What follows belongs to an exercise in optimizing a design on an open flow for small area, a short achievable clock period and few clock cycles; a production flow would make more cautious choices. The RTL was checked by simulation tests, not by an equivalence proof against the original design. No activity file was given, so power comes from the tool's default toggle rates.

Setup of v23:
==> flow/design.v <==
module fastadd #(parameter N = 8)
(input [N-1:0] x, y,
input ci,
output [N-1:0] s);
reg [N:0] G, P;
integer i, d;
always @(*) begin
	G[0] = ci;
	P[0] = 1'b0;
	for (i = 0; i < N; i = i + 1) begin
		G[i+1] = x[i] & y[i];
		P[i+1] = x[i] ^ y[i];
	end
	for (d = 1; d <= N; d = d * 2)
		for (i = N; i >= d; i = i - 1) begin
			G[i] = G[i] | (P[i] & G[i-d]);
			P[i] = P[i] & P[i-d];
		end
end
assign s = x ^ y ^ G[N-1:0];
endmodule
module alu8
(input [7:0] x, y,
input ci, ce,
input [3:0] t,
output [7:0] s);
reg [8:0] G, P;
integer i, d;
always @(*) begin
	G[0] = ci;
	P[0] = 1'b0;
	for (i = 0; i < 8; i = i + 1) begin
		G[i+1] = ce & x[i] & y[i];
		P[i+1] = ce & (x[i] | y[i]);
	end
	for (d = 1; d <= 8; d = d * 2)
		for (i = 8; i >= d; i = i - 1) begin
			G[i] = G[i] | (P[i] & G[i-d]);
			P[i] = P[i] & P[i-d];
		end
end
reg [7:0] f;
always @(*)
	for (i = 0; i < 8; i = i + 1)
		f[i] = t[{y[i], x[i]}];
assign s = f ^ G[7:0];
endmodule
module my_cpu(input clk, reset,
output [5:0] address,
output memWr,
output [7:0] writedata,
input [7:0] readdata, IN,
output [7:0] OUT,
output halt
);
reg [5:0] pc;
reg [7:0] a;
reg [7:0] outr;
reg [7:0] ir;       
reg       ev;       
reg       xz, xinv, cin, ce, land, lor;   
reg [7:0] rsel;     
reg [7:0] rf [0:7];
reg       haltr;
reg       s_ldi, s_jmp, s_rel, s_ldm, s_stm, s_dld, s_dst;
wire s_d   = s_dld | s_dst;
wire fetch = ~(s_ldi | s_jmp | s_rel | s_ldm | s_stm | s_d | haltr);
assign address   = pc;
assign memWr     = s_dst;
assign writedata = a;
assign OUT       = outr;
assign halt      = haltr;
wire [3:0] eh = ir[7:4];
reg  [7:0] rv;
integer k;
always @(*) begin
	rv = 8'd0;
	for (k = 0; k < 8; k = k + 1)
		rv = rv | ({8{rsel[k]}} & rf[k]);
end
wire e_lda = ev & (eh == 4'h1);
wire e_sta = ev & (eh == 4'h2);
wire e_and = ev & (eh == 4'hA);
wire e_or  = ev & (eh == 4'hB);
wire e_add = ev & (eh == 4'hC);
wire e_sub = ev & (eh == 4'hD);
wire e_e   = ev & (eh == 4'hE) & ~ir[3] & ~(ir[2] & ir[1]);
wire e_not = e_e & (ir[2:0] == 3'd0);
wire e_inc = e_e & (ir[2:0] == 3'd1);
wire e_dec = e_e & (ir[2:0] == 3'd2);
wire e_shl = e_e & (ir[2:0] == 3'd3);
wire e_shr = e_e & (ir[2:0] == 3'd4);
wire e_ror = e_e & (ir[2:0] == 3'd5);
wire e_in  = ev & (ir == 8'hF0);
wire e_out = ev & (ir == 8'hF1);
wire e_aw = e_lda | e_and | e_or | e_add | e_sub | e_e | e_in;
wire       e_alu = e_lda | e_and | e_or | e_add | e_sub | e_not | e_inc | e_dec;
wire [7:0] x = (a & {8{~xz}}) ^ {8{xinv}};
wire [7:0] alu;
wire [3:0] tt = land ? 4'b1000 : lor ? 4'b1110 : (xinv & ce) ? 4'b1001 : 4'b0110;
alu8 alu0(x, rv, cin, ce, tt, alu);
wire       a_mem = s_ldi | s_dld;
wire       a_hold = ~(e_aw | a_mem);
wire [7:0] ares = ({8{e_alu}} & alu)
                | ({8{e_shl}} & {a[6:0], 1'b0})
                | ({8{e_shr}} & {1'b0, a[7:1]})
                | ({8{e_ror}} & {a[0], a[7:1]})
                | ({8{e_in}} & IN)
                | ({8{a_mem}} & readdata)
                | ({8{a_hold}} & a);
always @(posedge clk)
	for (k = 0; k < 8; k = k + 1)
		if (e_sta & rsel[k])
			rf[k] <= a;
wire az = (a == 8'd0);
function take;
	input [7:0] op;
	input z, n;
	case (op[7:4])
		4'h7:    take = z;
		4'h8:    take = ~z;
		4'h9:    take = ~n & ((op[3:0] != 4'd0) | ~z);
		default: take = 1'b1;
	endcase
endfunction
wire [3:0] fh = readdata[7:4];
wire       flo0 = (readdata[3:0] == 4'd0);
wire       f_br = (fh[3:2] == 2'b01 & fh[1]) | (fh[3:2] == 2'b10 & ~fh[1]);
wire f_ldm  = (readdata == 8'h30);
wire f_stm  = (readdata == 8'h40);
wire f_ldi  = (readdata == 8'h50);
wire f_halt = (readdata == 8'hF2);
wire f_e    = ~f_br & ~f_ldm & ~f_stm & ~f_ldi & ~f_halt;
wire f_add  = (fh == 4'hC);
wire f_sub  = (fh == 4'hD);
wire f_inc  = (readdata == 8'hE1);
wire f_dec  = (readdata == 8'hE2);
wire f_not  = (readdata == 8'hE0);
wire f_reg  = (fh == 4'h1) | (fh == 4'h2) | (fh[3:2] == 2'b10 & fh[1]) | (fh[3:2] == 2'b11 & ~fh[1]);
wire       j_take = take(ir, az, a[7]);
wire [5:0] pc1 = pc + 6'd1;
wire [5:0] pcrel;
fastadd #(6) reladd(pc, {{3{ir[3]}}, ir[2:0] ^ {3{ir[3]}}}, ir[3], pcrel);
wire p_inc  = fetch | s_ldi | (s_jmp & ~j_take);
wire p_rd   = (s_jmp & j_take) | s_ldm | s_stm;
wire p_rel  = s_rel & j_take;
wire p_hold = haltr | (s_rel & ~j_take);
wire [5:0] pcn = ({6{p_inc}} & pc1)
               | ({6{p_rel}} & pcrel)
               | ({6{p_rd}} & readdata[5:0])
               | ({6{s_d}} & ir[5:0])
               | ({6{p_hold}} & pc);
always @(posedge clk) begin
	if (s_ldm | s_stm)
		ir <= {2'b00, pc1};
	else
		ir <= readdata;
	rsel <= f_reg ? (8'd1 << readdata[2:0]) : 8'd0;
	xz   <= (fh == 4'h1);
	xinv <= f_sub | f_dec | f_not;
	cin  <= f_inc | f_dec;
	ce   <= f_add | f_sub | f_inc | f_dec;
	land <= (fh == 4'hA);
	lor  <= (fh == 4'hB);
	if (reset) begin
		pc <= 6'd0;
		a <= 8'd0;
		outr <= 8'd0;
		ev <= 1'b0;
		haltr <= 1'b0;
		s_ldi <= 1'b0; s_jmp <= 1'b0; s_rel <= 1'b0; s_ldm <= 1'b0; s_stm <= 1'b0;
		s_dld <= 1'b0; s_dst <= 1'b0;
	end else begin
		a <= ares;
		pc <= pcn;
		if (e_out) outr <= a;
		ev    <= fetch & f_e;
		haltr <= haltr | (fetch & f_halt);
		s_ldi <= fetch & f_ldi;
		s_ldm <= fetch & f_ldm;
		s_stm <= fetch & f_stm;
		s_jmp <= fetch & f_br & flo0;
		s_rel <= fetch & f_br & ~flo0;
		s_dld <= s_ldm;
		s_dst <= s_stm;
	end
end
endmodule
Settings: LEC_CHECK=0, CAP_MARGIN=20, CORE_MARGIN=2, CORE_UTILIZATION=40, CTS_BUF_LIST=sky130_fd_sc_hd__clkbuf_8, CTS_CLUSTER_SIZE=40, SETUP_SLACK_MARGIN=2.8, SLEW_MARGIN=20, SYNTH_HIERARCHICAL=1, SYNTH_MINIMUM_KEEP_SIZE=0, TNS_END_PERCENT=10; clock period 5.0 ns.
standard.sh (not shown) runs the stock make flow with config.mk's settings and CLKGATE_MAP_FILE= SYNTH_SCRIPT=/design/flow/synth_recipe.tcl, a recipe that flattens the netlist after the stock synthesis.
==> flow/flow/run.sh <==
#!/bin/bash
# Standard layout, but with plain buffers on the ports instead of the
# delay-cell buffers buffer_ports picks by default.
set -euo pipefail
export BUFFER_PORTS_ARGS="-buffer_cell sky130_fd_sc_hd__buf_1"
bash standard.sh > standard.log 2>&1
Testbench counts of v23, summed over its fixed seeds: cycles 27,699.
Modified inputs, v17 compared to v23
-- flow/design.v --
<<< v23, line 45
		f[i] = t[{y[i], x[i]}];
assign s = f ^ G[7:0];
endmodule
module my_cpu(input clk, reset,
>>> v17, line 45
		f[i] = t[{y[i], x[i]}];
assign s = f ^ G[7:0];
endmodule
module reltarget(input [5:0] pc,
input d,
input [2:0] o,
output [5:0] t);
wire [5:0] fwd = pc + {3'b000, o};
wire [5:0] back = pc - {3'b000, o};
assign t = d ? back : fwd;
endmodule
module my_cpu(input clk, reset,
<<< v23, line 141
wire [5:0] pc1 = pc + 6'd1;
wire [5:0] pcrel;
fastadd #(6) reladd(pc, {{3{ir[3]}}, ir[2:0] ^ {3{ir[3]}}}, ir[3], pcrel);
wire p_inc  = fetch | s_ldi | (s_jmp & ~j_take);
wire p_rd   = (s_jmp & j_take) | s_ldm | s_stm;
>>> v17, line 149
wire [5:0] pc1 = pc + 6'd1;
wire [5:0] pcrel;
reltarget rel(pc, ir[3], ir[2:0], pcrel);
wire p_inc  = fetch | s_ldi | (s_jmp & ~j_take);
wire p_rd   = (s_jmp & j_take) | s_ldm | s_stm;
[summary]
Sequential share of layout area is lower on v17. Looking at setup slack, v17 sits 33 ps higher than v23 does. Diff v23 -> v17: share of the cycle needed by the critical path after routing saw a decrease; non-clock buffer count in the final layout higher; total number of tap cells did not really move. On fraction of power consumed by sequential logic, the higher figure sits with v23, not v17. The number of global-route vias before repair on v17 is in line with that on v23.
Testbench counts of v17, summed over its fixed seeds: cycles 27,699.

==> separate check: timing with driven ports <==
No port has a modelled driver above. Below, the same layouts with a new extraction and two added sets of constraints. Step 1 (the two cells are an assumption about what drives the block):
set clk [get_ports {clk}]
set_driving_cell -lib_cell sky130_fd_sc_hd__clkbuf_16 $clk
set_driving_cell -lib_cell sky130_fd_sc_hd__buf_2 [delete_from_list [all_inputs] $clk]
Step 2 moves the port delays by t, midway between the first and last clock arrival at a register: inputs arrive t later, outputs are due t later. That takes back most of the time a late clock gives input paths. Three values: ideal, step 1, step 2; two values: the first two.
| run | t (ns) | slack for setup (ns) | slew at the worst register clock pin (ns) |
|---|---|---|---|
| v23 | 0.455 | 2.763 / 2.763 / 2.476 | 0.08 / 0.08 |
| v17 | 0.480 | 2.796 / 2.759 / 2.485 | 0.08 / 0.08 |
After both steps every run listed still meets setup and hold. For v17, which loses most, drivers alone change the setup slack by -0.037 ns; drivers and shift together by -0.311 ns.
